Background: an optimization exercise with open tools, aiming at small area. Do not read the settings as production practice.
Function was checked by simulation only, so behaviour that the tests miss may differ from the original.
The clock port is modelled as an ideal driver, which makes a skipped or thinned clock tree look cheaper than it is; a real chip needs a root buffer or a tree.
Power is estimated from default activity; no workload was simulated.

==> flow/design.v <==
`timescale 1ns / 1ps
module gppm_top (
  input clk,
  input reset,
  input [7:0] sw,
  output [7:0] leds
);
  localparam [13:0] M  = 14'd5461;
  localparam [7:0]  PI = 8'hFF;
  localparam [13:0] T  = 14'b01010101010101;
  localparam [13:0] R  = 14'b11001101010101;
  localparam [13:0] S1 = 14'b11101111111011;
  localparam [13:0] S2 = 14'b01010101010111;   
  reg [13:0] q;
  reg [7:0] p;
  reg shown_n;   
  wire shown = ~shown_n;
  wire [13:0] c = q ^ M;
  wire [7:0] pat = p ^ PI;
  wire sel = pat[7] & shown;
  wire upd = (c == (sel ? S2 : T));
  wire cap = ~shown & c[0] & c[9];
  reg [13:0] c_next;
  always @* begin
    if (reset)
      c_next = R;
    else if (upd)
      c_next = S1;
    else
      c_next = {c[12:0], c[12] ^ c[13]};
  end
  always @(posedge clk)
    q <= c_next ^ M;
  wire [7:0] pat_next = ({8{upd}} & {pat[6:0], pat[7]}) |
                        ({8{cap & ~upd}} & {sw[0], sw[7:1]}) |
                        ({8{~cap & ~upd}} & pat);
  always @(posedge clk)
    p <= pat_next ^ PI;
  always @(posedge clk or posedge reset) begin
    if (reset)
      shown_n <= 1'b1;
    else if (upd)
      shown_n <= 1'b0;
  end
  assign leds = pat & {8{shown}};
endmodule
Settings: LEC_CHECK=0, CAP_MARGIN=20, CORE_AREA=3 3 63 63, DIE_AREA=0 0 66 66, PLACE_DENSITY=0.95, SLEW_MARGIN=20; clock period 10.0 ns.
standard.sh (not shown) runs the stock make flow with config.mk's settings and CLKGATE_MAP_FILE= SYNTH_SCRIPT=/design/flow/synth_recipe.tcl, a recipe that flattens the netlist after the stock synthesis.
==> flow/flow/run.sh <==
#!/bin/bash
# Own layout flow: the standard synthesis, then an area-oriented re-synthesis of
# the same RTL (flow/mysynth.py: its registers renamed to the standard
# synthesis's, and proven equivalent to the standard netlist with Yosys), then
# the standard ORFS flow from floorplan on, with the smallest buffer on the ports.
set -euo pipefail
W=$(pwd)
F=$W/flow
R=$W/orfs/results/$FLOW_PLATFORM/gppm_top/base
LIB=$FLOW_HOME/platforms/$FLOW_PLATFORM/lib/sky130_fd_sc_hd__tt_025C_1v80.lib

bash standard.sh synth > $W/log_synth.txt 2>&1

mkdir -p $W/mysynth
cd $W/mysynth
cp $R/1_2_yosys.v std_1_2_yosys.v
if python3 $F/mysynth.py $W/mysynth/std_1_2_yosys.v $FLOW_DESIGN $LIB $FLOW_TOP $F $W/mysynth/chosen.v \
    > $W/log_mysynth.txt 2>&1; then
  cp chosen.v $R/1_2_yosys.v
fi
cd $W

bash standard.sh "BUFFER_PORTS_ARGS=-buffer_cell sky130_fd_sc_hd__buf_1" "POST_CTS_TCL=$F/post_cts.tcl" "CLK_PLAN=2 sky130_fd_sc_hd__clkbuf_4" finish > $W/log_finish.txt 2>&1
Other scripts of this flow, unchanged in this note and not shown: flow/flow/abc_a.abc, flow/flow/abc_b.abc, flow/flow/abc_c.abc, flow/flow/abc_d.abc, flow/flow/mysynth.py, flow/flow/post_cts.tcl
Then changed:
--- a/flow/design.v
+++ b/flow/design.v
@@ -5,29 +5,29 @@
   input [7:0] sw,
   output [7:0] leds
 );
   localparam [13:0] M  = 14'd5461;
   localparam [7:0]  PI = 8'hFF;
-  localparam [13:0] T  = 14'b01010101010101;
-  localparam [13:0] R  = 14'b11001101010101;
-  localparam [13:0] S1 = 14'b11101111111011;
-  localparam [13:0] S2 = 14'b01010101010111;   
+  localparam [13:0] T  = 14'b01111100011111;
+  localparam [13:0] R  = 14'b11010101111100;
+  localparam [13:0] S1 = 14'b11010101111110;
+  localparam [13:0] S2 = 14'b01110101011111;
   reg [13:0] q;
   reg [7:0] p;
   reg shown_n;   
   wire shown = ~shown_n;
   wire [13:0] c = q ^ M;
   wire [7:0] pat = p ^ PI;
-  wire sel = pat[7] & shown;
-  wire upd = (c == (sel ? S2 : T));
-  wire cap = ~shown & c[0] & c[9];
+  wire upd = (c == T);
+  wire sel = pat[6];
+  wire cap = ~shown & ~c[7];
   reg [13:0] c_next;
   always @* begin
     if (reset)
       c_next = R;
     else if (upd)
-      c_next = S1;
+      c_next = sel ? S2 : S1;
     else
       c_next = {c[12:0], c[12] ^ c[13]};
   end
   always @(posedge clk)
     q <= c_next ^ M;
Effect:
- The new run went through all stages and came out clean
- setup slack is better by 0.029 ns
- sequential share of layout area falls by 0.48 points
- maximum frequency rises by 0.98%
- final area rises by 0.88%
- total power falls by 1.7%
- sequential power falls by about 1%
- utilization rises by 0.22 points
- register-to-register slack is better by 0.24 ns
- critical path depth is unchanged
- via count falls by 0.33%
- synthesized cell count rises by 2.7%
- area after synthesis rises by 1.1%
In every run of this note, the design's own scripts or RTL, not TritonCTS, make the clock network.

-- afterwards: timing with drivers on the ports --
The results above use ideal ports. As a check the final layouts listed here were re-extracted and re-timed, cells and wires unchanged.
Step 1, drivers: a clkbuf_16 drives clk and a buf_2 each remaining input, both assumed.
Step 2 adds t to the input delays and takes it off the output delays; t is the mean of the earliest and latest rising clock arrival at the registers after step 1. Input paths then give back, and output paths get back, about the clock's delay inside the block.
Slacks: ideal ports / drivers / drivers and shift; pairs: ideal ports / drivers.
run	shift t [ns]	slack for setup (ns)	worst hold slack (ns)	worst setup path at the end	pins driven straight from the clock port
the first run	0.191	6.958 / 6.932 / 7.123	0.380 / 0.380 / 0.380	register to output	2
the second run	0.191	6.987 / 6.960 / 7.150	0.402 / 0.402 / 0.402	register to output	2
After both steps every run listed still meets setup and hold.
